Context: an optimization exercise on an open-source flow, tuned for small area. The choices shown serve that exercise and are no tape-out recipe.
Only simulation tests tie the RTL to the original design; equivalence was not proved.
The clock port is modelled as an ideal driver; clocking choices that lean on that would not hold on a real chip.
Power is estimated from default activity; no workload was simulated.

<file path="flow/flow/run.sh">
#!/bin/bash
# Layout flow: the standard ORFS flow (standard.sh) with
#  - synthesis: the standard script (synth_recipe.tcl) with full-adder
#    extraction off and an area-oriented ABC script (flow/area.abc);
#    registers are mapped exactly as in the standard synthesis;
#  - port buffers: buf_1;
#  - clock tree: clkbuf_8, no dummy loads.
# Each ORFS step logs to orfs/logs/; make's own output goes to make_*.log.
set -euo pipefail
W=$(pwd)
bash standard.sh SYNTH_SCRIPT="$W/flow/synth.tcl" ADDER_MAP_FILE= \
  BUFFER_PORTS_ARGS="-buffer_cell sky130_fd_sc_hd__buf_1" \
  CTS_ARGS="-sink_clustering_enable -repair_clock_nets -buf_list sky130_fd_sc_hd__clkbuf_8 -root_buf sky130_fd_sc_hd__clkbuf_16 -sink_clustering_levels 1 -dont_use_dummy_load" \
  finish > make_finish.log 2>&1
</file>
<file path="flow/flow/area.abc">
strash
&get -n
&deepsyn -T 30
&put
dch -f
amap
topo
dnsize -c
</file>
<file path="flow/flow/synth.tcl">
# The standard synthesis script, with ABC run on flow/area.abc instead
# of ORFS's speed script.
set ::area_abc [file join [file dirname [file normalize [info script]]] area.abc]
proc abc {args} {
  set i [lsearch $args -script]
  if {$i >= 0} { lset args [expr {$i + 1}] $::area_abc }
  yosys abc {*}$args
}
source [file join [file dirname [file dirname [file normalize [info script]]]] synth_recipe.tcl]
</file>
<file path="flow/standard.sh">
#!/bin/bash
# synth_recipe.tcl (not shown) runs the flow's synth.tcl, then flattens the netlist and writes it again
# the make line also repeats each setting of config.mk as NAME=value (left out here)
make -C /OpenROAD-flow-scripts/flow DESIGN_CONFIG=/design/flow/config.mk WORK_HOME=/design/flow/orfs CLKGATE_MAP_FILE= SYNTH_SCRIPT=/design/flow/synth_recipe.tcl "${@:-finish}"
</file>
<file path="flow/config.mk">
export PLATFORM = sky130hd
export DESIGN_NAME = top
export DESIGN_NICKNAME = top
export VERILOG_FILES = /design/flow/design.v
export SDC_FILE = /design/flow/constraint.sdc
export NUM_CORES = 4
export LEC_CHECK = 0
export CAP_MARGIN = 20
export CORE_MARGIN = 2
export CORE_UTILIZATION = 40
export SLEW_MARGIN = 20
</file>
<file path="flow/constraint.sdc">
create_clock -name core_clock -period 10.0 [get_ports {clk}]
set_input_delay 2.0000 -clock core_clock [delete_from_list [all_inputs] [get_ports {clk}]]
set_output_delay 2.0000 -clock core_clock [all_outputs]
set_load 0.01 [all_outputs]
</file>
<file path="flow/design.v">
`timescale 1ns / 1ps
`timescale 1ns / 1ps
module vga(
	input de,
	input [7:0]color,
	output [2:0]vgaRed,
	output [2:0]vgaGreen,
	output [1:0]vgaBlue
);
	assign vgaRed = de ? color[2:0] : 3'd0;
	assign vgaGreen = de ? color[5:3] : 3'd0;
	assign vgaBlue = de ? color[7:6] : 2'd0;
endmodule
`timescale 1ns / 1ps
module mouse(
	input clk,
	input rst,
	input PS2C_act,
	input PS2D,
	output reg [9:0]x,
	output reg [7:0]y,
	output reg btnl
);
	function automatic [15:0] addc(input [15:0] a, input [15:0] b, input ci);
		integer i;
		reg c;
		begin
			c = ci;
			for(i = 0; i < 16; i = i + 1) begin
				addc[i] = a[i] ^ b[i] ^ c;
				c = (a[i] & b[i]) | (c & (a[i] ^ b[i]));
			end
		end
	endfunction
	function automatic ltu(input [15:0] a, input [15:0] b);
		integer i;
		reg br;
		begin
			br = 0;
			for(i = 0; i < 16; i = i + 1)
				br = (~a[i] & b[i]) | (~(a[i] ^ b[i]) & br);
			ltu = br;
		end
	endfunction
	localparam WAIT = 3'd5;
	reg PS2C;
	always@(posedge clk) PS2C <= PS2C_act;
	reg oldps2c;
	always@(posedge clk) oldps2c <= PS2C;
	reg [7:0]idlec;
	wire iz7 = (idlec[6:0] == 0);
	wire idle = iz7 & ~idlec[7];
	always@(posedge clk or posedge rst) begin
		if(rst) idlec <= 1;
		else if(~PS2C) idlec <= 1;
		else idlec <= {idlec[6:0], (idlec[7] ^ idlec[5] ^ idlec[4] ^ idlec[3]) & ~iz7};
	end
	reg [2:0]state;
	reg [3:0]step;
	reg [15:0]mv;    
	wire fall = oldps2c & ~PS2C;
	wire inbyte = (state != 0) && (state != WAIT);
	always@(posedge clk)
		if(fall && (state == 2 || state == 3) && ~step[3]) mv <= {PS2D, mv[15:1]};
	always@(posedge clk)
		if(fall && (state == 0 ? ~PS2D : inbyte))
			step <= (state == 0 || step == 10) ? 4'd0 : step + 4'd1;
	wire [10:0]sx = addc(x, {{8{mv[7]}}, mv[7:0]}, 1'b0);
	wire [10:0]sy = addc(y, ~{{8{mv[15]}}, mv[15:8]}, 1'b1);
	always@(posedge clk or posedge rst) begin
		if(rst) begin
			btnl <= 0;
			x <= 349;
			y <= 114;
			state <= WAIT;
		end
		else if(idle && PS2C) state <= 0;
		else if(fall) begin
			if(state == 0) begin
				if(~PS2D) state <= 1;
			end
			else if(inbyte) begin
				if(state == 1 && step == 0) btnl <= PS2D;
				if(step == 10) state <= state + 3'd1;
				if(state == 4 && step == 0) begin
					x <= sx[10] ? 10'd0 : ~ltu(sx, 699) ? 10'd698 : sx[9:0];
					y <= (sy[10] || ltu(sy, 50)) ? 8'd50 : ~ltu(sy, 229) ? 8'd228 : sy[7:0];
				end
			end
		end
	end
endmodule
`timescale 1ns / 1ps
module display(
	input [1:0]c,
	input [3:0]num3,
	input [3:0]num2,
	input [3:0]num1,
	input [3:0]num0,
	output [3:0]an,
	output reg [6:0]seg
);
	wire [3:0]num;
	assign num = c[1] ? (c[0] ? num3 : num2) : (c[0] ? num1 : num0);
	assign an = ~(4'b0001 << c);
	always@(*) case(num)
		0: seg = 7'b1000000;
		1: seg = 7'b1111001;
		2: seg = 7'b0100100;
		3: seg = 7'b0110000;
		4: seg = 7'b0011001;
		5: seg = 7'b0010010;
		6: seg = 7'b0000010;
		7: seg = 7'b1111000;
		8: seg = 7'b0000000;
		9: seg = 7'b0010000;
		10:seg = 7'b0001000;
		11:seg = 7'b0000011;
		12:seg = 7'b1000110;
		13:seg = 7'b0100001;
		14:seg = 7'b0000110;
		15:seg = 7'b0001110;
	endcase
endmodule
`timescale 1ns / 1ps
module top(
	input clk,
	input rst,
	output [2:0]vgaRed,
	output [2:0]vgaGreen,
	output [1:0]vgaBlue,
	output vgaHsync,
	output vgaVsync,
	output MemOE,
	output MemWR,
	output FlashRp,
	output FlashCS,
	output [23:1]MemAdr,
	input [15:0]MemDB,
	input [7:0]sw,
	input [3:0]btn,
	output [7:0]led,
	input PS2C,
	input PS2D,
	output [3:0]an,
	output [6:0]seg
);
	function automatic [15:0] addc(input [15:0] a, input [15:0] b, input ci);
		integer i;
		reg c;
		begin
			c = ci;
			for(i = 0; i < 16; i = i + 1) begin
				addc[i] = a[i] ^ b[i] ^ c;
				c = (a[i] & b[i]) | (c & (a[i] ^ b[i]));
			end
		end
	endfunction
	function automatic ltu(input [15:0] a, input [15:0] b);
		integer i;
		reg br;
		begin
			br = 0;
			for(i = 0; i < 16; i = i + 1)
				br = (~a[i] & b[i]) | (~(a[i] ^ b[i]) & br);
			ltu = br;
		end
	endfunction
	parameter E1L = 38;
	parameter E1R = 55;
	parameter E1T = 145;
	parameter E1B = 205;
	parameter E2L = 230;
	parameter E2R = 259;
	parameter E2T = 168;
	parameter E2B = 233;
	parameter E3L = 362;
	parameter E3R = 383;
	parameter E3T = 162;
	parameter E3B = 237;
	parameter E4L = 466;
	parameter E4R = 488;
	parameter E4T = 99;
	parameter E4B = 146;
	localparam [12:0] TOFF = 13'd8153;
	localparam [12:0] V_RST = 13'd0 - TOFF;
	reg [12:0]v;
	always@(posedge clk or posedge rst) begin
		if(rst) v <= V_RST;
		else v <= v + 13'd1;
	end
	wire vgaen = v[0];
	reg [4:0]hp5;
	wire [9:0]hc = {hp5, v[5:1]};
	wire lineend = vgaen && hp5 == 5'd20 && v[5:1] == 5'd18;    
	always@(posedge clk or posedge rst) begin
		if(rst) hp5 <= 5'd27;
		else if(lineend) hp5 <= 5'd27;
		else if(v[5:0] == 6'd63) hp5 <= hp5 + 5'd1;
	end
	reg [9:0]rv;
	always@(posedge clk or posedge rst) begin
		if(rst) rv <= 10'd993;
		else if(lineend) rv <= (rv == 10'd489) ? 10'd993 : rv + 10'd1;
	end
	wire [8:0]row = rv[8:0];
	assign vgaHsync = ~(~ltu(hc, 883) && ltu(hc, 979));
	assign vgaVsync = ~(rv == 10'd993 || rv == 10'd994);
	wire de = ltu(rv, 480) && ~ltu(hc, 3) && ltu(hc, 643);
	localparam [12:0] V_T1 = 13'd1 - TOFF;
	wire tick_recoil = (v[7:0] == V_T1[7:0]);      
	wire tick_hp = (v[8:0] == V_RST[8:0]);         
	wire tick_enemy = (v == V_RST);                
	wire [9:0]x;
	wire [7:0]my;
	wire btnl;
	mouse mymouse(clk, rst, PS2C, PS2D, x, my, btnl);
	reg [3:0]score3;
	reg [3:0]score2;
	reg [3:0]score1;
	reg [3:0]score0;
	localparam [14:0] DL_END = 15'd21978;
	reg [14:0]dl;
	wire dl_end = (dl == DL_END);
	always@(posedge clk or posedge rst) begin
		if(rst) dl <= DL_END;
		else dl <= {dl[13:0], dl[14] ^ dl[13] ^ dl_end};
	end
	reg [1:0]c;
	always@(posedge clk or posedge rst) begin
		if(rst) c <= 0;
		else if(dl_end) c <= c + 2'd1;
	end
	display scoredisplay(c, score3, score2, score1, score0, an, seg);
	reg [6:0]yoffset;
	wire [7:0]y;
	assign y = addc(my, ~{9'd0, yoffset}, 1'b1);
	reg [3:0]ammo;
	wire [15:0]ledsh = 16'hff << (4'd8 - ammo);
	assign led = ledsh[7:0];
	reg [6:0]hp4;
	reg [3:0]enemy;
	assign MemOE = 0;
	assign MemWR = 0;
	assign FlashRp = 1;
	assign FlashCS = 0;
	reg [20:1]adr;
	reg pic;
	assign MemAdr = {2'b00, pic, adr};
	reg [15:0]cachebg;
	wire fetch = vgaen && ~v[1];
	wire [9:0]ysum = addc(y, row, 1'b0);
	wire [9:0]alo = addc(hc[9:1], x[9:1], 1'b0);           
	wire [10:0]sum = {alo, x[0]};               
	wire picture = (hc[9:2] == 0) ? enemy[0] :
		ltu(sum, 453) ? enemy[0] :
		ltu(sum, 613) ? enemy[1] :
		ltu(sum, 733) ? enemy[2] :
		ltu(sum, 993) ? enemy[3] : enemy[0];
	always@(posedge clk or posedge rst) begin
		if(rst) begin
			adr <= 0;
			pic <= 0;
		end
		else if(fetch) begin
			adr <= {ysum, alo};
			pic <= picture;
		end
	end
	always@(posedge clk) if(fetch) cachebg <= MemDB;
	wire [7:0]background = hc[0] ? cachebg[7:0] : cachebg[15:8];
	wire hud_w = (hc == 10'd323 && ~ltu(rv, 237) && ltu(rv, 244)) ||
		(rv == 10'd240 && ~ltu(hc, 320) && ltu(hc, 327));
	wire hud_b = (hc == 10'd323 && ~ltu(rv, 230) && ltu(rv, 251)) ||
		(rv == 10'd240 && ~ltu(hc, 313) && ltu(hc, 334));
	wire hpbar = ~ltu(rv, 465) && ltu(rv, 475) && ~ltu(hc, 9) && ~ltu({hp4, 1'b0}, hc);
	wire ammobar = ~ltu(hc, 608) && ltu(hc, 638) && ltu(rv, 475) &&
		ammo_rows;
	wire [5:0]ammo_sum = addc(row[8:4], ammo, ~ltu(row[3:0], 11));
	wire ammo_rows = ammo_sum[5] | (&ammo_sum[4:1]);
	wire theend = (hp4 == 7'd4);
	wire c_r1 = theend | hud_w | (~hud_b & (hpbar | ammobar));
	wire c_rb = ~hud_b;
	wire c_g1 = ~theend & (hud_w | (~hud_b & ~hpbar & ammobar));
	wire c_gb = ~theend & ~hud_b & ~hpbar;
	wire c_b1 = ~theend & hud_w;
	wire c_bb = ~theend & ~hud_b & ~hpbar & ~ammobar;
	wire [7:0]color;
	assign color[2:0] = {3{c_r1}} | ({3{c_rb}} & background[2:0]);
	assign color[5:3] = {3{c_g1}} | ({3{c_gb}} & background[5:3]);
	assign color[7:6] = {2{c_b1}} | ({2{c_bb}} & background[7:6]);
	vga myvga(de, color, vgaRed, vgaGreen, vgaBlue);
	reg [7:0]shoot;
	wire shot = (shoot == 8'h01);
	reg [12:0]reload;
	wire rz12 = (reload[11:0] == 0);
	wire reloading = ~rz12 | reload[12];
	wire reload_end = rz12 & reload[12];
	wire reload_start = shot && (ammo == 1);
	wire reload_fb = (reload[12] ^ reload[3] ^ reload[2] ^ reload[0] ^ rz12) & (reloading | reload_start);
	always@(posedge clk or posedge rst) begin
		if(rst) shoot <= 8'h00;
		else if(btnl) shoot <= {shoot[6:0], shoot[7] ^ shoot[5] ^ shoot[4] ^ shoot[3] ^ (shoot[6:0] == 0)};
		else shoot <= 8'h00;
	end
	wire fire = ~reloading && shot;
	always@(posedge clk or posedge rst) begin
		if(rst) begin
			ammo <= 8;
			reload <= 0;
			yoffset <= 0;
		end
		else begin
			if(reload_end) ammo <= 8;
			reload <= {reload[11:0], reload_fb};
			if(fire) ammo <= ammo - 4'd1;
			if(fire) yoffset <= yoffset + 7'd5;
			else if(tick_recoil && yoffset != 0) yoffset <= yoffset - 7'd1;
		end
	end
	wire [2:0]enemycount = {2'b00, enemy[0]} + {2'b00, enemy[1]} + {2'b00, enemy[2]} + {2'b00, enemy[3]};
	wire h1 = enemy[0] && ~ltu(x, E1L) && ltu(x, E1R) && ~ltu(y, E1T) && ltu(y, E1B);
	wire h2 = enemy[1] && ~ltu(x, E2L) && ltu(x, E2R) && ~ltu(y, E2T) && ltu(y, E2B);
	wire h3 = enemy[2] && ~ltu(x, E3L) && ltu(x, E3R) && ~ltu(y, E3T) && ltu(y, E3B);
	wire h4 = enemy[3] && ~ltu(x, E4L) && ltu(x, E4R) && ~ltu(y, E4T) && ltu(y, E4B);
	wire hit = h1 | h2 | h3 | h4;
	function automatic [3:0] bcdtog(input [3:0] q);
		bcdtog = {q[0] & (q[3] | (q[2] & q[1])), q[1] & q[0], q[0] & ~q[3], 1'b1};
	endfunction
	wire sc_c0 = fire & hit;
	wire sc_c1 = sc_c0 & score0[3] & score0[0];
	wire sc_c2 = sc_c1 & score1[3] & score1[0];
	wire sc_c3 = sc_c2 & score2[3] & score2[0];
	wire [3:0]sc_t0 = sc_c0 ? bcdtog(score0) : 4'd0;
	wire [3:0]sc_t1 = sc_c1 ? bcdtog(score1) : 4'd0;
	wire [3:0]sc_t2 = sc_c2 ? bcdtog(score2) : 4'd0;
	wire [3:0]sc_t3 = sc_c3 ? {&score3[2:0], &score3[1:0], score3[0], 1'b1} : 4'd0;
	always@(posedge clk or posedge rst) begin
		if(rst) begin
			enemy <= 0;
			hp4 <= 104;
			score3 <= 0;
			score2 <= 0;
			score1 <= 0;
			score0 <= 0;
		end
		else begin
			score0 <= score0 ^ sc_t0;
			score1 <= score1 ^ sc_t1;
			score2 <= score2 ^ sc_t2;
			score3 <= score3 ^ sc_t3;
			if(fire) begin
				if(h1) enemy[0] <= 0;
				else if(h2) enemy[1] <= 0;
				else if(h3) enemy[2] <= 0;
				else if(h4) enemy[3] <= 0;
			end
			else if(tick_enemy) enemy[{x[0]^hp4[0], y[0]^ammo[0]}] <= 1;
			if(tick_hp) begin
				if(ltu(hp4, enemycount + 7'd4)) hp4 <= 4;
				else if(~(sw[7])) hp4 <= addc(hp4, ~{13'd0, enemycount}, 1'b1);
			end
		end
	end
endmodule
</file>
==> PnR_summary.wiki, run 1 <==
{| class="wikitable"
! Metric !! Value
|-
| Dominant register cell in the synthesized netlist || dfrtp_1
|-
| Hold crit path type || flop to flop
|-
| Portion of synthesized cell area occupied by the leading cell type || 29.9%
|-
| CTS H-tree lvls || 4
|-
| Die Span Y || 159 um
|-
| Effective utilization at floorplan || 40.9%
|-
| Required time of the worst setup path || 10,320 ps
|-
| EDFF count, synth || 36
|-
| Antenna fix cells || 0
|-
| Largest vdd supply drop || 0.151 mV
|-
| Peak fanout along the critical path || 9
|-
| Area of the core || 23,500 um2
|-
| Fraction of registers with async set/reset || 80.3%
|-
| Master cell of the clock root buffer || clkbuf_16
|-
| Setup Fix Bufs, Post-CTS || 0
|-
| Total number of vias || 8,104
|-
| Total congestion overflow after global routing || 0
|-
| Synth Area per Inst || 8.68 um2
|-
| Clock latency of the later-clocked register in the worst-skew pair || 420 ps
|-
| Type of element launching the critical path || flop
|-
| Floorplan row count || 56
|-
| Post-synthesis instance total || 1,108
|-
| Number of search-and-repair iterations in the first detailed-routing pass || 5
|-
| Die extent in x || 159 um
|-
| Hold Path Origin || dl[11]$_DFF_PP0_
|-
| Hold Path Sink || dl[12]$_DFF_PP1_
|-
| Maximum clock frequency || 165 MHz
|-
| Worst Skew || 56.1 ps
|-
| Final hold slack || 366 ps
|-
| Area growth from synthesis to layout || 9.66%
|-
| Total wirelength of the detailed-routed design || 22,600 um
|-
| Number of global-route vias before repair || 7,542
|-
| Seq cells post-synth || 193
|-
| Filler instances || 2,375
|-
| Most area-hungry cell type in the Yosys netlist || dfrtp_1
|-
| Arrival @ worst endpoint || 6400 ps
|-
| Dominant cell by count in the synthesized netlist || nor2_1
|-
| Final weighted congestion in routability-driven placement || 0.915
|-
| DRC violations left || 0
|-
| Flop2flop setup slack || 3930 ps
|-
| Cell count of the worst hold path || 0
|-
| Leakage || 0.00400 uW
|-
| Hpwl dp || 16,900 um
|-
| Final setup fails || 0
|-
| TritonCTS Sinks || 193
|-
| Yosys warnings || 3
|-
| Commonest cells in the synthesized netlist || nor2_1, clkinv_1, dfrtp_1, nand2_1, o21ai_0
|-
| Ratio of cells with drive above 1 in the final layout || 5.51%
|-
| Slew HR || 36.4%
|-
| RSZ-0062 raised after global routing || no
|-
| Hold Violations, Final || 0
|-
| Number of resized instances in the post-cts repair step || 0
|-
| Final ANT Viol Nets || 0
|-
| Slew at the pin closest to its max-slew limit || 943 ps
|-
| Post-route minimum period || 6070 ps
|-
| Largest net degree at the start of global routing || 86
|-
| Power Dens Cells || 196 nW/um2
|-
| # nets final || 1,231
|-
| Worst Reg2Reg Path Length in Cells || 25
|-
| Worst reg2reg endpoint || score3[3]$_DFF_PP0_
|-
| Antenna violations before repair || 0
|-
| Max_cap viols || 0
|-
| Max clock buf depth || 2
|-
| Port bufs || 70
|-
| Count of pins over their slew limit || 0
|-
| Routed wirelength normalized by instance count || 14.9 um
|-
| Hold-fix buffer count after cts || 0
|-
| Distinct cell type count of the synthesized netlist || 50
|-
| Final critical-path share of the clock period || 60.7%
|-
| Result of the run || finished clean
|-
| Global router's overall resource usage || 18.3%
|-
| Category of the worst setup path capture point || flop
|-
| Die ar. || 25,300 um2
|-
| Vias/cell || 5.35
|-
| Number of design-rule violations left by the first detailed-router iteration || 546
|-
| Clock tree from TritonCTS || done
|-
| Mapped Area || 9620 um2
|-
| Sum Neg Setup Slack || 0 ps
|-
| Sequential element share of the synthesized area || 52.5%
|-
| Wire length of the first global-routing pass || 37,900 um
|-
| Io pins || 88
|-
| Beginning of the worst register-to-register path || shoot[5]$_DFF_PP0_
|-
| Area contributors post-synth || dfrtp_1, edfxtp_1, dfstp_2
|-
| Clock slew at reported path FFs || 120 ps
|-
| Number of buffers inserted during clock tree synthesis || 17
|-
| Kind of critical path || flop to flop
|}
[sequential cells by signal, indices dropped and copies added, names as in the netlist, 4 cells and up]
name / flops
adr: 20
ammo: 4
cachebg: 16
dl: 15
enemy: 4
hp4: 7
hp5: 5
mymouse.idlec: 8
mymouse.mv: 16
mymouse.step: 4
mymouse.x: 10
mymouse.y: 8
reload: 13
rv: 10
score0: 4
score1: 4
score2: 4
score3: 4
shoot: 8
v: 13
yoffset: 7
[worst max-delay path: stages, from the launching register on]
cell	delay (ps)
dfrtp_1	350
clkinv_1	80
o21ai_0	240
nor2_1	60
a221oi_1	250
nor2b_1	220
a21oi_1	120
nor4_1	670
nor2b_1	660
clkinv_1	430
nor4_1	370
a31oi_1	120
a2111oi_0	450
or4_1	280
nand2_1	130
nor2_1	210
nand2_1	130
nor2_1	190
nand2_1	140
nor2_1	190
nand2_1	110
nor2_1	140
clkinv_1	90
nor2_1	160
nor2_1	60
a21oi_1	110
[routing by layer]
metal | up-vias | part of all wire (%) | global-route usage (%) | wire (um)
li1 | 4091 | - | - | -
met1 | 3774 | 49 | 26.1 | 11100
met2 | 216 | 44 | 28.4 | 10000
met3 | 23 | 5.0 | 3.39 | 1120
met4 | 0 | 1.6 | 5.74 | 369
met5 | - | 0 | 0 | 0
[power by group]
group / internal [uW] / switching [uW] / total, uW
Sequential: 920 / 92.4 / 1010
Clock: 162 / 242 / 404
Combinational: 222 / 430 / 652
[placed cells by master (no fill, tap or decap), types with 4 or more instances in the layout]
cell | Yosys | routed
a31oi_1 | 11 | 11
and3_1 | 6 | 6
or3_1 | 8 | 8
nand2_1 | 108 | 108
edfxtp_1 | 36 | 36
o21ai_0 | 96 | 96
o22ai_1 | 29 | 29
clkbuf_8 | 0 | 16
a22oi_1 | 24 | 24
nand4_1 | 5 | 5
nor2b_1 | 17 | 17
o221ai_1 | 9 | 9
or2_0 | 10 | 10
nor3_1 | 21 | 19
o21a_1 | 26 | 26
buf_4 | 7 | 5
nor4_1 | 18 | 18
nor2_1 | 204 | 203
dfstp_2 | 40 | 40
dfrtp_1 | 115 | 115
o211ai_1 | 5 | 5
conb_1 | 2 | 6
clkinv_1 | 146 | 145
a21oi_1 | 77 | 77
nand3_1 | 15 | 15
nand2b_1 | 4 | 4
a211oi_1 | 6 | 6
buf_1 | 0 | 70
o22a_1 | 12 | 12
o32ai_1 | 5 | 5
[worst max path at each step]
stage | to | slack (ps) | depth (start not counted) | startpoint
5_1_grt | score3[3]$_DFF_PP0_ | 3230 | 25 | shoot[5]$_DFF_PP0_
2_1_floorplan | adr[10]$_DFFE_PP0P_ | 5290 | 1 | rst
3_3_place_gp | score3[3]$_DFF_PP0_ | 4040 | 25 | shoot[4]$_DFF_PP0_
6_report | score3[3]$_DFF_PP0_ | 3930 | 25 | shoot[5]$_DFF_PP0_
3_5_place_dp | score3[3]$_DFF_PP0_ | 4000 | 25 | shoot[5]$_DFF_PP0_
4_1_cts | score3[3]$_DFF_PP0_ | 3920 | 25 | shoot[5]$_DFF_PP0_
[per-stage QoR]
step / instances / total power (uW) / worst slack (ps) / cell area, um2 / util, %
4_1_cts: 1516 / 2080 / 3920 / 10600 / 44.8
6_report: 1516 / 2070 / 3930 / 10600 / 44.8
3_5_place_dp: 1499 / 1670 / 4000 / 10300 / 43.8
5_1_grt: 1516 / 2220 / 3230 / 10600 / 44.8
2_1_floorplan: 1112 / 1490 / 5290 / 9640 / -
3_3_place_gp: 1499 / 1660 / 4040 / 10300 / 43.8
[cell type report]
cell class                 instances  area, um2  area share [%]
clock buffer                      17        245            2.32
multi-input combinational        766       4000            37.9
tap                              319        399            3.78
timing repair buffer              75        300            2.85
inverter                         146        553            5.24
sequential                       193       5050            47.9
[cell families after synthesis]
kind of cell | count (synthesis) | share of synthesized area (%)
AO/OA/AOI/OAI | 333 | 21.8
buffers and inverters | 153 | 6.24
flip-flops | 193 | 52.5
other | 2 | 0.0781
AND/OR/NAND/NOR | 427 | 19.4
==> inputs of run 2 (changes only) <==
--- a/flow/flow/run.sh
+++ b/flow/flow/run.sh
@@ -11,4 +11,4 @@
 bash standard.sh SYNTH_SCRIPT="$W/flow/synth.tcl" ADDER_MAP_FILE= \
   BUFFER_PORTS_ARGS="-buffer_cell sky130_fd_sc_hd__buf_1" \
-  CTS_ARGS="-sink_clustering_enable -repair_clock_nets -buf_list sky130_fd_sc_hd__clkbuf_8 -root_buf sky130_fd_sc_hd__clkbuf_16 -sink_clustering_levels 1 -dont_use_dummy_load" \
+  CTS_ARGS="-sink_clustering_enable -repair_clock_nets -buf_list sky130_fd_sc_hd__clkbuf_8 -sink_clustering_size 12 -sink_clustering_max_diameter 50 -dont_use_dummy_load" \
   finish > make_finish.log 2>&1
==> run 2 against run 1 <==
Net effect: still clean on timing, DRC and antenna; non-clock buffer count is the same; first-iteration DRC count grew 5.5%; critical path depth stayed put; sequential power about the same; clock skew barely moved; maximum frequency down 0.12%; clock power is 3% lower; global-route usage about the same; final area decreased by 0.11%; cell count did not move.
==> PnR_summary.wiki, run 2 <==
{| class="wikitable"
! Metric !! Value
|-
| Result of the run || finished clean
|-
| Hold crit path type || flop to flop
|-
| Beginning of the worst register-to-register path || shoot[5]$_DFF_PP0_
|-
| Clock latency of the later-clocked register in the worst-skew pair || 500 ps
|-
| Area growth from synthesis to layout || 9.55%
|-
| Count of pins over their slew limit || 0
|-
| Post-route cell area || 10,500 um2
|-
| Final critical-path share of the clock period || 60.8%
|-
| Peak fanout along the critical path || 9
|-
| Number of buffers inserted during clock tree synthesis || 17
|-
| Total wirelength of the detailed-routed design || 22,600 um
|-
| Hold-fix buffer count after cts || 0
|-
| Effective utilization at floorplan || 40.9%
|-
| Synth Area per Inst || 8.68 um2
|-
| Top flop regs || adr (20), cachebg (16), mymouse.mv (16)
|-
| Final ANT Viol Nets || 0
|-
| Final hold slack || 366 ps
|-
| Mapped Area || 9620 um2
|-
| Ratio of cells with drive above 1 in the final layout || 5.51%
|-
| Global router's overall resource usage || 18.3%
|-
| Final setup fails || 0
|-
| Power Dens Cells || 195 nW/um2
|-
| Flip-flop count of the largest register, all copies and words added || 20
|-
| Max_cap viols || 0
|-
| CTS H-tree lvls || 4
|-
| Worst Skew || 56.6 ps
|-
| TritonCTS Sinks || 193
|-
| Worst Reg2Reg Path Length in Cells || 25
|-
| Setup WS post-layout || 3920 ps
|-
| Post-synthesis instance total || 1,108
|-
| Worst reg2reg endpoint || score3[3]$_DFF_PP0_
|-
| Sequential element share of the synthesized area || 52.5%
|-
| Total congestion overflow after global routing || 0
|-
| Cell seen most often among critical-path stages || nor2_1
|-
| Final weighted congestion in routability-driven placement || 0.915
|-
| Master cell of the clock root buffer || clkbuf_8
|-
| Placement-stage worst setup slack || 4000 ps
|-
| Number of design-rule violations left by the first detailed-router iteration || 576
|-
| Hold Path Sink || dl[12]$_DFF_PP1_
|-
| # nets final || 1,231
|-
| Commonest cells in the synthesized netlist || nor2_1, clkinv_1, dfrtp_1, nand2_1, o21ai_0
|-
| Hold Path Origin || dl[11]$_DFF_PP0_
|-
| Io pins || 88
|-
| Sum Neg Setup Slack || 0 ps
|-
| Seq cells post-synth || 193
|-
| Total number of vias || 8,110
|-
| Commonest cells after routing, fill and taps aside || nor2_1, clkinv_1, dfrtp_1
|-
| Die Span Y || 159 um
|-
| Dominant cell by count in the synthesized netlist || nor2_1
|-
| Antenna violations before repair || 0
|-
| Arrival @ worst endpoint || 6490 ps
|-
| Leakage || 0.00400 uW
|-
| Clock tree from TritonCTS || done
|-
| Hpwl dp || 16,900 um
|-
| Number of search-and-repair iterations in the first detailed-routing pass || 5
|-
| Clock slew at reported path FFs || 120 ps
|-
| Slew HR || 36.4%
|-
| Most area-hungry cell type in the Yosys netlist || dfrtp_1
|-
| Maximum clock frequency || 164 MHz
|-
| Max clock buf depth || 2
|-
| Crit path largest cell delay || 680 ps
|-
| Portion of synthesized cell area occupied by the leading cell type || 29.9%
|-
| RSZ-0062 raised after global routing || no
|-
| Number of global-route vias before repair || 7,542
|-
| Cell count of the worst hold path || 0
|-
| Vias/cell || 5.35
|-
| Category of the worst setup path capture point || flop
|-
| Distinct cell type count of the synthesized netlist || 50
|-
| Most common cell after layout, fill and taps aside || nor2_1
|-
| Port bufs || 70
|-
| Wire length of the first global-routing pass || 37,900 um
|-
| Total cell area at the placement stage || 10,300 um2
|-
| Die extent in x || 159 um
|-
| Hold Violations, Final || 0
|-
| Setup Fix Bufs, Post-CTS || 0
|-
| Required time of the worst setup path || 10,410 ps
|-
| Fraction of registers with async set/reset || 80.3%
|-
| Post-route minimum period || 6080 ps
|-
| Worst path slowest cell || nor4_1
|-
| Antenna fix cells || 0
|-
| EDFF count, synth || 36
|-
| Most flop-heavy register || adr
|-
| Yosys warnings || 3
|-
| Type of element launching the critical path || flop
|-
| Largest net degree at the start of global routing || 86
|-
| Die ar. || 25,300 um2
|-
| Flop2flop setup slack || 3920 ps
|-
| Area of the core || 23,500 um2
|-
| Kind of critical path || flop to flop
|-
| DRC violations left || 0
|-
| Floorplan row count || 56
|-
| Routed wirelength normalized by instance count || 14.9 um
|-
| Slew at the pin closest to its max-slew limit || 944 ps
|-
| Largest vdd supply drop || 0.151 mV
|-
| Dominant register cell in the synthesized netlist || dfrtp_1
|-
| Number of resized instances in the post-cts repair step || 0
|-
| Area contributors post-synth || dfrtp_1, edfxtp_1, dfstp_2
|}
## run 2: cell count changes in the layout (fill, tap and decap cells not counted)
cell       change
clkbuf_16      -1
clkbuf_8       +1
## run 2: cell type report
| cell class | instances | area (um2) |
|---|---|---|
| fillers | 2376 | 13000 |
| flip-flops and latches | 193 | 5050 |
| multi-input cells | 766 | 4000 |
| inverters | 146 | 553 |
| well taps | 319 | 399 |
| repair buffers | 75 | 300 |
| clock buffers | 17 | 234 |
## run 2: worst max path at each step
stage / from / to / slack, ps / cells after the start
after global routing: shoot[5]$_DFF_PP0_ / score3[3]$_DFF_PP0_ / 3230 / 25
final: shoot[5]$_DFF_PP0_ / score3[3]$_DFF_PP0_ / 3920 / 25
after global placement: shoot[4]$_DFF_PP0_ / score3[3]$_DFF_PP0_ / 4040 / 25
after floorplan: rst / adr[10]$_DFFE_PP0P_ / 5290 / 1
after CTS: shoot[5]$_DFF_PP0_ / score3[3]$_DFF_PP0_ / 3920 / 25
after detailed placement: shoot[5]$_DFF_PP0_ / score3[3]$_DFF_PP0_ / 4000 / 25
## run 2: worst max-delay path, delay by kind of cell (launching register included)
family | cells | cell delay [ps]
buffers and inverters | 3 | 610
AOI/OAI and AO/OA | 6 | 1280
and+or+nand+nor | 16 | 3720
DFF | 1 | 350
## run 2: report_power, final
part           switching [uW]  internal, uW  total [uW]
Sequential               93.2           920        1010
Combinational             430           222         652
Clock                     243           151         393
Total                     765          1290        2060
## run 2: per-layer routing
layer	vias to the layer above	part of all wire [%]	global-route usage (%)
li1	4087	-	-
met1	3814	49	26.1
met2	184	44	28.4
met3	25	4.5	3.46
met4	0	1.6	5.50
met5	-	0	0
## run 2: per-stage QoR
| step | cells | utilization [%] | power, uW |
|---|---|---|---|
| floorplan | 1112 | - | 1490 |
| global placement | 1499 | 43.8 | 1660 |
| detailed placement | 1499 | 43.8 | 1670 |
| CTS | 1516 | 44.8 | 2070 |
| global route | 1516 | 44.8 | 2210 |
| finish | 1516 | 44.8 | 2060 |
## run 2: logic make-up after synthesis
family | after synthesis | synth area share [%]
flops | 193 | 52.5
compound gates | 333 | 21.8
other cells | 2 | 0.0781
buf+inv | 153 | 6.24
simple gates | 427 | 19.4
==> inputs of run 3 (changes only) <==
==> flow/flow/run.sh (replaced) <==
#!/bin/bash
# Layout flow: the standard ORFS flow (standard.sh) with
#  - synthesis: the standard script (synth_recipe.tcl) with full-adder
#    extraction off and an area-oriented ABC script (flow/area.abc);
#    registers are mapped exactly as in the standard synthesis;
#  - port buffers: buf_1;
#  - clock tree: clkbuf_8, no dummy loads; after CTS, a clock buffer with
#    more than 15 loads becomes clkbuf_16 (flow/post_cts.tcl).
# Each ORFS step logs to orfs/logs/; make's own output goes to make_*.log.
set -euo pipefail
W=$(pwd)
bash standard.sh SYNTH_SCRIPT="$W/flow/synth.tcl" ADDER_MAP_FILE= \
  BUFFER_PORTS_ARGS="-buffer_cell sky130_fd_sc_hd__buf_1" \
  CTS_ARGS="-sink_clustering_enable -repair_clock_nets -buf_list sky130_fd_sc_hd__clkbuf_8 -dont_use_dummy_load" \
  POST_CTS_TCL="$W/flow/post_cts.tcl" \
  finish > make_finish.log 2>&1
==> flow/flow/post_cts.tcl (new file) <==
# After CTS: a clock buffer that drives more than 15 pins is given the
# stronger clkbuf_16, to keep the slew at the flip-flop clock pins low.
set db [ord::get_db]
set big [$db findMaster sky130_fd_sc_hd__clkbuf_16]
set n 0
foreach inst [[ord::get_db_block] getInsts] {
  if {[[$inst getMaster] getName] ne "sky130_fd_sc_hd__clkbuf_8"} { continue }
  set out [$inst findITerm X]
  set net [$out getNet]
  if {$net eq "NULL"} { continue }
  set loads [expr {[llength [$net getITerms]] - 1}]
  if {$loads > 15} {
    $inst swapMaster $big
    incr n
  }
}
puts "post_cts: upsized $n clock buffers"
if {$n > 0} {
  detailed_placement
  check_placement -verbose
  estimate_parasitics -placement
}
==> run 3 against run 2 <==
Net effect: non-clock buffer count did not move; largest power group unchanged; synthesized area stayed put; synthesized cell count did not move; clock skew fell by 27 ps; sequential cell count stayed put; maximum frequency up 0.84%; sequential power hardly changed; highest routed layer unchanged; setup slack gained 50 ps; via count is 0.64% lower; still clean on timing, DRC and antenna; combinational power about the same.
==> PnR_summary.wiki, run 3 <==
{| class="wikitable"
! Metric !! Value
|-
| Result of the run || finished clean
|-
| Port bufs || 70
|-
| Die ar. || 25,300 um2
|-
| Arrival @ worst endpoint || 6360 ps
|-
| Number of search-and-repair iterations in the first detailed-routing pass || 5
|-
| Top flop regs || adr (20), cachebg (16), mymouse.mv (16)
|-
| Vias/cell || 5.32
|-
| Most common cell after layout, fill and taps aside || nor2_1
|-
| Total number of vias || 8,058
|-
| RSZ-0062 raised after global routing || no
|-
| Routed wire length on met3 || 1140 um
|-
| Post-synthesis compound-gate area fraction || 21.8%
|-
| Post-route cell area || 10,600 um2
|-
| Required time of the worst setup path || 10,330 ps
|-
| Die Span Y || 159 um
|-
| Hold Violations, Final || 0
|-
| Area contributors post-synth || dfrtp_1, edfxtp_1, dfstp_2
|-
| Post-synthesis share of cell area spent on and, or, nand and nor gates || 19.4%
|-
| Max_cap viols || 0
|-
| Count of pins over their slew limit || 0
|-
| Dominant combinational cell family by area after synthesis || compound AO/OA/AOI/OAI gates
|-
| Synthesized-area fraction occupied by adder cells || 0%
|-
| Setup WS post-layout || 3970 ps
|-
| Seq cells post-synth || 193
|-
| Area growth from synthesis to layout || 9.90%
|-
| Die extent in x || 159 um
|-
| Hold crit path type || flop to flop
|-
| Routed wirelength normalized by instance count || 14.9 um
|-
| Final ANT Viol Nets || 0
|-
| Final critical-path share of the clock period || 60.3%
|-
| Largest vdd supply drop || 0.151 mV
|-
| Placement-stage worst setup slack || 4000 ps
|-
| Sum Neg Setup Slack || 0 ps
|-
| DRC violations left || 0
|-
| Portion of synthesized cell area occupied by the leading cell type || 29.9%
|-
| Fraction of registers with async set/reset || 80.3%
|-
| TritonCTS Sinks || 193
|-
| Floorplan row count || 56
|-
| Commonest cells after routing, fill and taps aside || nor2_1, clkinv_1, dfrtp_1
|-
| Effective utilization at floorplan || 40.9%
|-
| Power Dens Cells || 197 nW/um2
|-
| Area of the core || 23,500 um2
|-
| Clock tree from TritonCTS || done
|-
| Flip-flop count of the largest register, all copies and words added || 20
|-
| # nets final || 1,231
|-
| Final setup fails || 0
|-
| Global router's overall resource usage || 18.3%
|-
| Post-synthesis instance total || 1,108
|-
| Dominant cell by count in the synthesized netlist || nor2_1
|-
| Slew HR || 39.7%
|-
| DR WL met2 || 10,000 um
|-
| Total cell area at the placement stage || 10,300 um2
|-
| Io pins || 88
|-
| Dominant register cell in the synthesized netlist || dfrtp_1
|-
| Post-route minimum period || 6030 ps
|-
| Wire length of the first global-routing pass || 37,900 um
|-
| Sequential element share of the synthesized area || 52.5%
|-
| Synth Area per Inst || 8.68 um2
|-
| Most area-hungry cell type in the Yosys netlist || dfrtp_1
|-
| Category of the worst setup path capture point || flop
|-
| Multiplexer share of the synthesized area || 0%
|-
| Filler instances || 2,375
|-
| Antenna fix cells || 0
|-
| Routed metal-1 wire length || 11,100 um
|-
| Maximum clock frequency || 166 MHz
|-
| EDFF count, synth || 36
|-
| Number of design-rule violations left by the first detailed-router iteration || 555
|-
| Commonest cells in the synthesized netlist || nor2_1, clkinv_1, dfrtp_1, nand2_1, o21ai_0
|-
| Largest net degree at the start of global routing || 86
|-
| Kind of critical path || flop to flop
|-
| Leakage || 0.00401 uW
|-
| Antenna violations before repair || 0
|-
| Yosys warnings || 3
|-
| Mapped Area || 9620 um2
|-
| Highest Signal Layer || met4
|-
| Ratio of cells with drive above 1 in the final layout || 5.51%
|-
| Total wirelength of the detailed-routed design || 22,600 um
|-
| Distinct cell type count of the synthesized netlist || 50
|-
| Clock slew at reported path FFs || 90 ps
|-
| Slew at the pin closest to its max-slew limit || 904 ps
|-
| Number of global-route vias before repair || 7,552
|-
| Clock latency of the later-clocked register in the worst-skew pair || 400 ps
|-
| Peak fanout along the critical path || 9
|-
| Most flop-heavy register || adr
|-
| Total congestion overflow after global routing || 0
|-
| Type of element launching the critical path || flop
|-
| Worst Skew || 30.1 ps
|-
| Hpwl dp || 16,900 um
|-
| Fraction of synthesized cell area in xor and xnor cells || 0%
|-
| Final weighted congestion in routability-driven placement || 0.915
|}
-- run 3: worst paths after layout --
kind | start | end | slack (ps) | cells past startpoint
worst min register to register | dl[11]$_DFF_PP0_ | dl[12]$_DFF_PP1_ | 370 | 0
min in group asynchronous | rst | shoot[5]$_DFF_PP0_ | 1720 | 2
worst max register to register | shoot[4]$_DFF_PP0_ | score3[3]$_DFF_PP0_ | 3970 | 25
max in group asynchronous | rst | enemy[3]$_DFFE_PP0P_ | 6780 | 3
worst max-delay path | shoot[4]$_DFF_PP0_ | score3[3]$_DFF_PP0_ | 3970 | 25
worst min-delay path | dl[11]$_DFF_PP0_ | dl[12]$_DFF_PP1_ | 370 | 0
-- run 3: routing by layer --
layer / track usage (%) / up-vias
met4: 5.74 / 0
li1: - / 4093
met3: 3.39 / 25
met5: 0 / -
met1: 26.1 / 3741
met2: 28.5 / 199
-- run 3: critical path: stages (launching register included) --
cell	delay [ps]
dfrtp_1	350
clkinv_1	90
nand2_1	90
o21ai_0	110
a221oi_1	350
nor2b_1	220
a21oi_1	120
nor4_1	660
nor2b_1	660
clkinv_1	440
nor4_1	380
a31oi_1	110
a2111oi_0	450
or4_1	280
nand2_1	130
nor2_1	220
nand2_1	130
nor2_1	190
nand2_1	140
nor2_1	190
nand2_1	110
nor2_1	140
clkinv_1	90
nor2_1	160
nor2_1	60
a21oi_1	110
-- run 3: kinds of logic after synthesis --
| kind of cell | after synthesis |
|---|---|
| other | 2 |
| buffers and inverters | 153 |
| and+or+nand+nor | 427 |
| AOI/OAI and AO/OA | 333 |
| DFF | 193 |
-- run 3: area by class of cell --
| type | count | area, um2 | share of cell area (%) |
|---|---|---|---|
| sequential | 193 | 5050 | 47.8 |
| multi-input combinational | 766 | 4000 | 37.9 |
| inverter | 146 | 553 | 5.23 |
| tap | 319 | 399 | 3.78 |
| timing repair buffer | 75 | 300 | 2.84 |
| clock buffer | 17 | 268 | 2.53 |
-- run 3: where the power goes --
group          internal [uW]  total (uW)  leakage [uW]  switching [uW]
Combinational            222         651       0.00159             428
Sequential               920        1010       0.00228            92.6
Clock                    179         423      0.000138             244
Total                   1320        2090       0.00401             765
-- run 3: through the flow --
step	cells	power, uW	utilization, %	hold WS [ps]
6_report	1516	2090	44.9	366
3_5_place_dp	1499	1670	43.8	353
3_3_place_gp	1499	1660	43.8	351
2_1_floorplan	1112	1490	-	346
5_1_grt	1516	2240	44.9	378
==> inputs of run 4 (changes only) <==
--- a/flow/design.v
+++ b/flow/design.v
@@ -299,7 +299,6 @@
 	wire reload_start = shot && (ammo == 1);
 	wire reload_fb = (reload[12] ^ reload[3] ^ reload[2] ^ reload[0] ^ rz12) & (reloading | reload_start);
-	always@(posedge clk or posedge rst) begin
-		if(rst) shoot <= 8'h00;
-		else if(btnl) shoot <= {shoot[6:0], shoot[7] ^ shoot[5] ^ shoot[4] ^ shoot[3] ^ (shoot[6:0] == 0)};
+	always@(posedge clk) begin
+		if(btnl) shoot <= {shoot[6:0], shoot[7] ^ shoot[5] ^ shoot[4] ^ shoot[3] ^ (shoot[6:0] == 0)};
 		else shoot <= 8'h00;
 	end
==> run 4 against run 3 <==
Net effect: still clean on timing, DRC and antenna; largest power group unchanged; clock skew is 12 ps lower; global-route usage is 0.29 points lower; count of clock-buffer cells in the layout unchanged; register-to-register slack improved by 440 ps; critical path depth increased by 3.
==> PnR_summary.wiki, run 4 <==
{| class="wikitable"
! Metric !! Value
|-
| Result of the run || finished clean
|-
| Synth Area per Inst || 8.65 um2
|-
| Dominant combinational cell family by area after synthesis || compound AO/OA/AOI/OAI gates
|-
| Dominant register cell in the synthesized netlist || dfrtp_1
|-
| Number of design-rule violations left by the first detailed-router iteration || 554
|-
| Die extent in x || 159 um
|-
| Max_cap viols || 0
|-
| Commonest cells after routing, fill and taps aside || nor2_1, clkinv_1, dfrtp_1
|-
| Effective utilization at floorplan || 40.8%
|-
| Number of search-and-repair iterations in the first detailed-routing pass || 6
|-
| RSZ-0062 raised after global routing || no
|-
| Placed Cells incl. Taps || 1,497
|-
| Count of pins over their slew limit || 0
|-
| Clock tree from TritonCTS || done
|-
| Total number of vias || 8,037
|-
| Flip-flop count of the largest register, all copies and words added || 20
|-
| Post-synthesis share of cell area spent on and, or, nand and nor gates || 18.6%
|-
| Final ANT Viol Nets || 0
|-
| Cell seen most often among critical-path stages || nand2_1
|-
| Port bufs || 70
|-
| Setup WS post-layout || 4400 ps
|-
| Hold crit path type || flop to flop
|-
| Slew HR || 25.0%
|-
| Post-synthesis compound-gate area fraction || 22.0%
|-
| Die Span Y || 159 um
|-
| Arrival @ worst endpoint || 5900 ps
|-
| Category of the worst setup path capture point || flop
|-
| Peak fanout along the critical path || 6
|-
| Final weighted congestion in routability-driven placement || 0.916
|-
| # nets final || 1,229
|-
| Hpwl dp || 16,700 um
|-
| Multiplexer share of the synthesized area || 0%
|-
| Mapped Area || 9580 um2
|-
| Area contributors post-synth || dfrtp_1, edfxtp_1, dfstp_2
|-
| Antenna violations before repair || 0
|-
| Sum Neg Setup Slack || 0 ps
|-
| Final critical-path share of the clock period || 56.0%
|-
| Sequential element share of the synthesized area || 52.3%
|-
| Post-route minimum period || 5600 ps
|-
| Total congestion overflow after global routing || 0
|-
| Most area-hungry cell type in the Yosys netlist || dfrtp_1
|-
| Number of global-route vias before repair || 7,495
|-
| Power Dens Cells || 217 nW/um2
|-
| Maximum clock frequency || 179 MHz
|-
| Commonest cells in the synthesized netlist || nor2_1, clkinv_1, dfrtp_1, o21ai_0, nand2_1
|-
| Clock latency of the later-clocked register in the worst-skew pair || 390 ps
|-
| Synthesized-area fraction occupied by adder cells || 0%
|-
| Vias/cell || 5.31
|-
| DRC violations left || 0
|-
| Floorplan row count || 56
|-
| Type of element launching the critical path || flop
|-
| Yosys warnings || 3
|-
| Ratio of cells with drive above 1 in the final layout || 5.36%
|-
| Wire length of the first global-routing pass || 37,300 um
|-
| Routed wirelength normalized by instance count || 14.6 um
|-
| Portion of synthesized cell area occupied by the leading cell type || 28.0%
|-
| Leakage || 0.00398 uW
|-
| EDFF count, synth || 36
|-
| Power consumption || 2290 uW
|-
| TritonCTS Sinks || 193
|-
| Post-route non-filler standard cell count || 1,514
|-
| Fraction of synthesized cell area in xor and xnor cells || 0%
|-
| Required time of the worst setup path || 10,310 ps
|-
| Top flop regs || adr (20), cachebg (16), mymouse.mv (16)
|-
| Kind of critical path || flop to flop
|-
| Fraction of registers with async set/reset || 76.2%
|-
| Placement-stage worst setup slack || 4510 ps
|-
| Largest vdd supply drop || 0.0942 mV
|-
| Post-synthesis instance total || 1,107
|-
| Global router's overall resource usage || 18.0%
|-
| Worst Skew || 18.1 ps
|-
| Area of the core || 23,500 um2
|-
| Post-route cell area || 10,500 um2
|-
| Clock slew at reported path FFs || 80 ps
|-
| Hold Violations, Final || 0
|-
| Most common cell after layout, fill and taps aside || nor2_1
|-
| Total wirelength of the detailed-routed design || 22,200 um
|-
| Antenna fix cells || 0
|-
| Distinct cell type count of the synthesized netlist || 47
|-
| Io pins || 88
|-
| Total cell area at the placement stage || 10,200 um2
|-
| Slew at the pin closest to its max-slew limit || 1120 ps
|-
| Area growth from synthesis to layout || 9.87%
|-
| Final setup fails || 0
|-
| Crit path largest cell delay || 620 ps
|-
| Worst path slowest cell || o21ai_0
|-
| Seq cells post-synth || 193
|-
| Most flop-heavy register || adr
|-
| Dominant cell by count in the synthesized netlist || nor2_1
|-
| Largest net degree at the start of global routing || 95
|-
| Die ar. || 25,200 um2
|}
==> run 4: changes by cell type after synthesis, sizes merged, moves of 9 or more <==
cell / before / now
clkinv: 146 / 167
o21a: 26 / 17
o22ai: 29 / 41
nand2: 108 / 92
nor2: 204 / 186
==> run 4: critical path: cells and delay by family (launching register included) <==
| family | cells | cell delay (ps) |
|---|---|---|
| flops | 1 | 550 |
| buf+inv | 3 | 610 |
| compound gates | 9 | 1520 |
| simple gates | 16 | 2840 |
==> run 4: power by group <==
part,internal [uW],total [uW],switching [uW]
sequential,936,1040,102
clock,187,435,248
combinational,287,814,527
==> run 4: final cells by class <==
class                           instances  area [um2]
Clock buffer                           17         279
Fill cell                            2313       12900
Inverter                              167         632
Multi-Input combinational cell        744        3910
Sequential cell                       193        5010
Tap cell                              319         399
Timing Repair Buffer                   74         293
==> run 4: logic make-up (layout without fill, tap and decap cells) <==
logic type,after synthesis,count (layout)
AO/OA/AOI/OAI,336,336
AND/OR/NAND/NOR,402,402
flip-flops,193,193
buffers and inverters,174,258
other,2,6
==> run 4: stage by stage <==
stage	hold slack (ps)	utilization, %
after floorplan	346	-
after global placement	350	43.7
after detailed placement	354	43.7
after global routing	375	44.8
final	367	44.8
==> run 4: worst paths after layout <==
kind	end	cells past startpoint	slack, ps	start
max	score3[3]$_DFF_PP0_	28	4400	mymouse.y[1]$_DFFE_PP1P_
min	reload[11]$_DFF_PP0_	0	370	reload[10]$_DFF_PP0_
max reg2reg	score3[3]$_DFF_PP0_	28	4400	mymouse.y[1]$_DFFE_PP1P_
min reg2reg	reload[11]$_DFF_PP0_	0	370	reload[10]$_DFF_PP0_
max in group asynchronous	rv[1]$_DFFE_PP0P_	3	6960	rst
min in group asynchronous	mymouse.idlec[2]$_DFF_PP0_	2	1800	rst
==> run 4: layer usage <==
| layer | wire (um) | vias to the layer above | GRT usage [%] | share of wire (%) |
|---|---|---|---|---|
| met5 | 0 | - | 0 | 0 |
| met1 | 10700 | 3722 | 25.0 | 48 |
| met4 | 559 | 0 | 6.30 | 2.5 |
| li1 | - | 4088 | - | - |
| met3 | 935 | 28 | 2.77 | 4.2 |
| met2 | 9980 | 199 | 28.9 | 45 |
==> inputs of run 5 (changes only) <==
--- a/flow/design.v
+++ b/flow/design.v
@@ -18,6 +18,6 @@
 	input PS2C_act,
 	input PS2D,
-	output reg [9:0]x,
-	output reg [7:0]y,
+	output [9:0]x,
+	output [7:0]y,
 	output reg btnl
 );
@@ -48,13 +48,19 @@
 	reg oldps2c;
 	always@(posedge clk) oldps2c <= PS2C;
-	reg [7:0]idlec;
+	reg [9:0]x_q;
+	reg [7:0]y_q;
+	assign x = x_q ^ 10'd349;
+	assign y = y_q ^ 8'd114;
+	reg [7:0]idlec_q;
+	wire [7:0]idlec = idlec_q ^ 8'd1;
 	wire iz7 = (idlec[6:0] == 0);
 	wire idle = iz7 & ~idlec[7];
 	always@(posedge clk or posedge rst) begin
-		if(rst) idlec <= 1;
-		else if(~PS2C) idlec <= 1;
-		else idlec <= {idlec[6:0], (idlec[7] ^ idlec[5] ^ idlec[4] ^ idlec[3]) & ~iz7};
+		if(rst) idlec_q <= 0;
+		else if(~PS2C) idlec_q <= 0;
+		else idlec_q <= {idlec[6:0], (idlec[7] ^ idlec[5] ^ idlec[4] ^ idlec[3]) & ~iz7} ^ 8'd1;
 	end
-	reg [2:0]state;
+	reg [2:0]state_q;
+	wire [2:0]state = state_q ^ WAIT;
 	reg [3:0]step;
 	reg [15:0]mv;    
@@ -71,19 +77,19 @@
 		if(rst) begin
 			btnl <= 0;
-			x <= 349;
-			y <= 114;
-			state <= WAIT;
+			x_q <= 0;
+			y_q <= 0;
+			state_q <= 0;
 		end
-		else if(idle && PS2C) state <= 0;
+		else if(idle && PS2C) state_q <= WAIT;
 		else if(fall) begin
 			if(state == 0) begin
-				if(~PS2D) state <= 1;
+				if(~PS2D) state_q <= 3'd1 ^ WAIT;
 			end
 			else if(inbyte) begin
 				if(state == 1 && step == 0) btnl <= PS2D;
-				if(step == 10) state <= state + 3'd1;
+				if(step == 10) state_q <= (state + 3'd1) ^ WAIT;
 				if(state == 4 && step == 0) begin
-					x <= sx[10] ? 10'd0 : ~ltu(sx, 699) ? 10'd698 : sx[9:0];
-					y <= (sy[10] || ltu(sy, 50)) ? 8'd50 : ~ltu(sy, 229) ? 8'd228 : sy[7:0];
+					x_q <= (sx[10] ? 10'd0 : ~ltu(sx, 699) ? 10'd698 : sx[9:0]) ^ 10'd349;
+					y_q <= ((sy[10] || ltu(sy, 50)) ? 8'd50 : ~ltu(sy, 229) ? 8'd228 : sy[7:0]) ^ 8'd114;
 				end
 			end
@@ -185,22 +191,25 @@
 	localparam [12:0] TOFF = 13'd8153;
 	localparam [12:0] V_RST = 13'd0 - TOFF;
-	reg [12:0]v;
+	reg [12:0]v_q;
+	wire [12:0]v = v_q ^ V_RST;
 	always@(posedge clk or posedge rst) begin
-		if(rst) v <= V_RST;
-		else v <= v + 13'd1;
+		if(rst) v_q <= 0;
+		else v_q <= (v + 13'd1) ^ V_RST;
 	end
 	wire vgaen = v[0];
-	reg [4:0]hp5;
+	reg [4:0]hp5_q;
+	wire [4:0]hp5 = hp5_q ^ 5'd27;
 	wire [9:0]hc = {hp5, v[5:1]};
 	wire lineend = vgaen && hp5 == 5'd20 && v[5:1] == 5'd18;    
 	always@(posedge clk or posedge rst) begin
-		if(rst) hp5 <= 5'd27;
-		else if(lineend) hp5 <= 5'd27;
-		else if(v[5:0] == 6'd63) hp5 <= hp5 + 5'd1;
+		if(rst) hp5_q <= 0;
+		else if(lineend) hp5_q <= 0;
+		else if(v[5:0] == 6'd63) hp5_q <= (hp5 + 5'd1) ^ 5'd27;
 	end
-	reg [9:0]rv;
+	reg [9:0]rv_q;
+	wire [9:0]rv = rv_q ^ 10'd993;
 	always@(posedge clk or posedge rst) begin
-		if(rst) rv <= 10'd993;
-		else if(lineend) rv <= (rv == 10'd489) ? 10'd993 : rv + 10'd1;
+		if(rst) rv_q <= 0;
+		else if(lineend) rv_q <= (rv == 10'd489) ? 10'd0 : (rv + 10'd1) ^ 10'd993;
 	end
 	wire [8:0]row = rv[8:0];
@@ -221,9 +230,10 @@
 	reg [3:0]score0;
 	localparam [14:0] DL_END = 15'd21978;
-	reg [14:0]dl;
-	wire dl_end = (dl == DL_END);
+	reg [14:0]dl_q;
+	wire [14:0]dl = dl_q ^ DL_END;
+	wire dl_end = (dl_q == 0);
 	always@(posedge clk or posedge rst) begin
-		if(rst) dl <= DL_END;
-		else dl <= {dl[13:0], dl[14] ^ dl[13] ^ dl_end};
+		if(rst) dl_q <= 0;
+		else dl_q <= {dl[13:0], dl[14] ^ dl[13] ^ dl_end} ^ DL_END;
 	end
 	reg [1:0]c;
@@ -236,8 +246,10 @@
 	wire [7:0]y;
 	assign y = addc(my, ~{9'd0, yoffset}, 1'b1);
-	reg [3:0]ammo;
+	reg [3:0]ammo_q;
+	wire [3:0]ammo = ammo_q ^ 4'd8;
 	wire [15:0]ledsh = 16'hff << (4'd8 - ammo);
 	assign led = ledsh[7:0];
-	reg [6:0]hp4;
+	reg [6:0]hp4_q;
+	wire [6:0]hp4 = hp4_q ^ 7'd104;
 	reg [3:0]enemy;
 	assign MemOE = 0;
@@ -306,12 +318,12 @@
 	always@(posedge clk or posedge rst) begin
 		if(rst) begin
-			ammo <= 8;
+			ammo_q <= 0;
 			reload <= 0;
 			yoffset <= 0;
 		end
 		else begin
-			if(reload_end) ammo <= 8;
+			if(reload_end) ammo_q <= 0;
 			reload <= {reload[11:0], reload_fb};
-			if(fire) ammo <= ammo - 4'd1;
+			if(fire) ammo_q <= (ammo - 4'd1) ^ 4'd8;
 			if(fire) yoffset <= yoffset + 7'd5;
 			else if(tick_recoil && yoffset != 0) yoffset <= yoffset - 7'd1;
@@ -338,5 +350,5 @@
 		if(rst) begin
 			enemy <= 0;
-			hp4 <= 104;
+			hp4_q <= 0;
 			score3 <= 0;
 			score2 <= 0;
@@ -357,6 +369,6 @@
 			else if(tick_enemy) enemy[{x[0]^hp4[0], y[0]^ammo[0]}] <= 1;
 			if(tick_hp) begin
-				if(ltu(hp4, enemycount + 7'd4)) hp4 <= 4;
-				else if(~(sw[7])) hp4 <= addc(hp4, ~{13'd0, enemycount}, 1'b1);
+				if(ltu(hp4, enemycount + 7'd4)) hp4_q <= 7'd4 ^ 7'd104;
+				else if(~(sw[7])) hp4_q <= addc(hp4, ~{13'd0, enemycount}, 1'b1) ^ 7'd104;
 			end
 		end
--- a/flow/flow/run.sh
+++ b/flow/flow/run.sh
@@ -2,6 +2,7 @@
 # Layout flow: the standard ORFS flow (standard.sh) with
 #  - synthesis: the standard script (synth_recipe.tcl) with full-adder
-#    extraction off and an area-oriented ABC script (flow/area.abc);
-#    registers are mapped exactly as in the standard synthesis;
+#    extraction off and area-oriented ABC scripts (flow/synth.tcl,
+#    flow/area*.abc); registers are mapped exactly as in the standard
+#    synthesis;
 #  - port buffers: buf_1;
 #  - clock tree: clkbuf_8, no dummy loads; after CTS, a clock buffer with
==> flow/flow/area1.abc (new file) <==
strash
&get -n
&deepsyn -T 25 -S 1
&put
dch -f
amap
topo
dnsize -c
==> flow/flow/area2.abc (new file) <==
strash
&get -n
&deepsyn -T 25 -S 2
&put
dch -f
amap
topo
dnsize -c
==> flow/flow/area3.abc (new file) <==
strash
&get -n
&deepsyn -T 25 -S 3
&put
dch -f
amap
topo
dnsize -c
==> flow/flow/area4.abc (new file) <==
strash
&get -n
&deepsyn -T 25 -S 4
&put
dch -f
amap
topo
dnsize -c
==> flow/flow/synth.tcl (replaced) <==
# The standard synthesis script (synth_recipe.tcl), with ABC run on an
# area-oriented script instead of ORFS's speed script. The area script's
# &deepsyn is randomised: it is run with seeds 1..4 and the smallest
# mapping is kept. Registers are untouched (ABC maps only the logic).
set ::area_abc_dir [file dirname [file normalize [info script]]]
proc abc {args} {
  set i [lsearch $args -script]
  set lib [lindex $args [expr {[lsearch $args -liberty] + 1}]]
  set tmp $::env(OBJECTS_DIR)/abc_area_stat.txt
  design -save my_pre_abc
  set best_area 1e30
  foreach seed {1 2 3 4} {
    design -load my_pre_abc
    set a $args
    lset a [expr {$i + 1}] $::area_abc_dir/area$seed.abc
    yosys abc {*}$a
    tee -q -o $tmp stat -liberty $lib
    set f [open $tmp r]
    set area 1e30
    regexp {Chip area for module[^:]*:\s*([0-9.]+)} [read $f] -> area
    close $f
    puts "area script seed $seed: $area"
    if {$area < $best_area} {
      set best_area $area
      design -save my_best_abc
    }
  }
  design -load my_best_abc
  puts "area script: kept $best_area"
}
source [file join [file dirname $::area_abc_dir] synth_recipe.tcl]
removed: flow/flow/area.abc
==> run 5 against run 4 <==
Net effect: maximum frequency increased by 2.2%; final area decreased by 0.24%; sequential cell count unchanged; first-iteration DRC count increased by 16%; clock skew increased by 20 ps; highest routed layer unchanged; global-route usage increased by 1.0 points; register-to-register slack improved by 120 ps; power decreased by 15%.
==> PnR_summary.wiki, run 5 <==
{| class="wikitable"
! Metric !! Value
|-
| Yosys warnings || 3
|-
| Worst path slowest cell || a2111oi_0
|-
| Power Dens Cells || 185 nW/um2
|-
| Seq cells post-synth || 193
|-
| Vias/cell || 5.29
|-
| Placed Cells incl. Taps || 1,500
|-
| Required time of the worst setup path || 10,340 ps
|-
| Arrival @ worst endpoint || 5820 ps
|-
| RSZ-0062 raised after global routing || no
|-
| # nets final || 1,232
|-
| TritonCTS Sinks || 193
|-
| Global routing usage on met1 || 27.8%
|-
| Floorplan row count || 56
|-
| Cell seen most often among critical-path stages || nand2_1
|-
| Most flop-heavy register || adr
|-
| Dominant register cell in the synthesized netlist || dfrtp_1
|-
| Final setup fails || 0
|-
| Antenna violations before repair || 0
|-
| Mapped Area || 9540 um2
|-
| Ratio of cells with drive above 1 in the final layout || 2.00%
|-
| Worst Skew || 38.4 ps
|-
| Category of the worst setup path capture point || flop
|-
| Post-route minimum period || 5480 ps
|-
| EDFF count, synth || 36
|-
| Setup WS post-layout || 4520 ps
|-
| Clock latency of the later-clocked register in the worst-skew pair || 410 ps
|-
| Effective utilization at floorplan || 40.6%
|-
| Wire length of the first global-routing pass || 37,700 um
|-
| Post-synthesis instance total || 1,111
|-
| Number of global-route vias before repair || 7,409
|-
| Maximum clock frequency || 183 MHz
|-
| Type of element launching the critical path || flop
|-
| Largest net degree at the start of global routing || 83
|-
| Top flop regs || adr (20), cachebg (16), mymouse.mv (16)
|-
| Flip-flop count of the largest register, all copies and words added || 20
|-
| Portion of synthesized cell area occupied by the leading cell type || 38.6%
|-
| Routing usage on met3 || 4.03%
|-
| Leakage || 0.00414 uW
|-
| Final critical-path share of the clock period || 54.8%
|-
| Number of search-and-repair iterations in the first detailed-routing pass || 5
|-
| Area growth from synthesis to layout || 10.1%
|-
| DRC violations left || 0
|-
| Hold Violations, Final || 0
|-
| End-of-flow core utilization || 44.7%
|-
| Max_cap viols || 0
|-
| Fraction of registers with async set/reset || 76.2%
|-
| Final weighted congestion in routability-driven placement || 0.892
|-
| Total congestion overflow after global routing || 0
|-
| Crit path largest cell delay || 480 ps
|-
| Met2 capacity usage during global routing || 28.9%
|-
| Io pins || 88
|-
| Clock slew at reported path FFs || 100 ps
|-
| Dominant cell by count in the synthesized netlist || nor2_1
|-
| Hold crit path type || flop to flop
|-
| Die extent in x || 158 um
|-
| Area contributors post-synth || dfrtp_1, edfxtp_1, nor2_1
|-
| Most area-hungry cell type in the Yosys netlist || dfrtp_1
|-
| Final ANT Viol Nets || 0
|-
| Total wirelength of the detailed-routed design || 23,100 um
|-
| Area of the core || 23,500 um2
|-
| GRT Max-Usage Layer || met2
|-
| Post-route non-filler standard cell count || 1,517
|-
| Commonest cells in the synthesized netlist || nor2_1, clkinv_1, dfrtp_1, o21ai_0, nand2_1
|-
| Sequential element share of the synthesized area || 52.0%
|-
| Cell count of the worst hold path || 0
|-
| Result of the run || finished clean
|-
| Antenna fix cells || 0
|-
| Hpwl dp || 17,400 um
|-
| Slew HR || 38.6%
|-
| Placement-stage worst setup slack || 4550 ps
|-
| Sum Neg Setup Slack || 0 ps
|-
| Synth Area per Inst || 8.59 um2
|-
| Worst Reg2Reg Path Length in Cells || 28
|-
| Total number of vias || 8,025
|-
| Peak fanout along the critical path || 5
|-
| Die Span Y || 158 um
|-
| Commonest cells after routing, fill and taps aside || nor2_1, clkinv_1, dfrtp_1
|-
| Kind of critical path || flop to flop
|-
| Count of pins over their slew limit || 0
|-
| Most common cell after layout, fill and taps aside || nor2_1
|-
| Die ar. || 25,100 um2
|-
| Largest vdd supply drop || 0.155 mV
|-
| Clock tree from TritonCTS || done
|-
| Distinct cell type count of the synthesized netlist || 46
|-
| Global router's overall resource usage || 19.1%
|-
| Number of design-rule violations left by the first detailed-router iteration || 640
|-
| Routed wirelength normalized by instance count || 15.2 um
|-
| Slew at the pin closest to its max-slew limit || 911 ps
|-
| Port bufs || 70
|}
[run 5: cell types whose count changed in the layout (fill, tap and decap cells not counted), sizes merged, moves of 7 or more]
cell / change
dfrtp: +40
nor2: +22
or2: -8
nand3: -9
dfstp: -40
clkinv: -18
nor3: +7
o22ai: -9
[run 5: metrics by stage]
| step | total power, uW | area [um2] | hold slack (ps) |
|---|---|---|---|
| finish | 1940 | 10500 | 359 |
| global route | 2070 | 10500 | 380 |
| detailed placement | 1510 | 10200 | 356 |
| global placement | 1500 | 10200 | 351 |
| floorplan | 1350 | 9560 | 346 |
[run 5: worst paths after layout]
| kind | to | slack, ps | startpoint |
|---|---|---|---|
| setup reg to reg | score3[3]$_DFF_PP0_ | 4520 | mymouse.y_q[1]$_DFFE_PP0P_ |
| setup / recovery | score3[3]$_DFF_PP0_ | 4520 | mymouse.y_q[1]$_DFFE_PP0P_ |
| max in group asynchronous | mymouse.state_q[0]$_DFFE_PP0P_ | 6880 | rst |
| hold reg to reg | reload[5]$_DFF_PP0_ | 360 | reload[4]$_DFF_PP0_ |
| hold / removal | reload[5]$_DFF_PP0_ | 360 | reload[4]$_DFF_PP0_ |
| min in group asynchronous | score3[0]$_DFF_PP0_ | 1740 | rst |
[run 5: area by class of cell]
class | instances | area [um2]
flip-flops and latches | 193 | 4960
repair buffers | 73 | 285
well taps | 319 | 399
clock buffers | 17 | 290
inverters | 149 | 564
fillers | 2347 | 13000
multi-input cells | 766 | 4000
[run 5: logic make-up after synthesis]
family,share of synthesized area (%)
AOI/OAI and AO/OA,22.0
DFF,52.0
buffers and inverters,6.41
and+or+nand+nor,19.5
other,0.0787
[run 5: worst max-delay path: cells and delay by family, from the launching register on]
family	cells	cell delay, ps
DFF	1	410
and+or+nand+nor	15	2480
buffers and inverters	3	510
AOI/OAI and AO/OA	10	2050
[run 5: report_power, final]
| group | internal, uW | leakage, uW | switching (uW) |
|---|---|---|---|
| logic | 190 | 0.00172 | 363 |
| clock network | 196 | 0.000148 | 250 |
| registers | 877 | 0.00227 | 64.6 |
[run 5: routing by layer]
layer | wire, um | share of wire (%)
met1 | 11500 | 50
met4 | 319 | 1.4
met2 | 10200 | 44
met3 | 1090 | 4.7
met5 | 0 | 0

re-timing with driven ports:
In the flow no input, the clock included, has a driving cell. The finished layouts below were timed again as built, in two steps. Step 1 assumes that a clkbuf_16 drives the clock port and a buf_2 every other input. Step 2 times the ports against the registers' clock, not the clock port: input delays grow and output delays shrink by t, the midpoint of the rising clock arrivals with the driver on. Slacks: ideal / step 1 / step 2; pairs: ideal / step 1.
run	shift t [ns]	setup WS [ns]	worst setup path after step 2	worst slew at a driven data input, ns
run 1	0.440	3.926 / 3.926 / 3.926	register to register	0.05
run 2	0.516	3.919 / 3.919 / 3.919	register to register	0.05
run 3	0.435	3.969 / 3.969 / 3.969	register to register	0.05
run 4	0.425	4.405 / 4.405 / 4.405	register to register	0.04
run 5	0.433	4.524 / 4.524 / 4.524	register to register	0.05
After both steps every run listed still meets setup and hold.
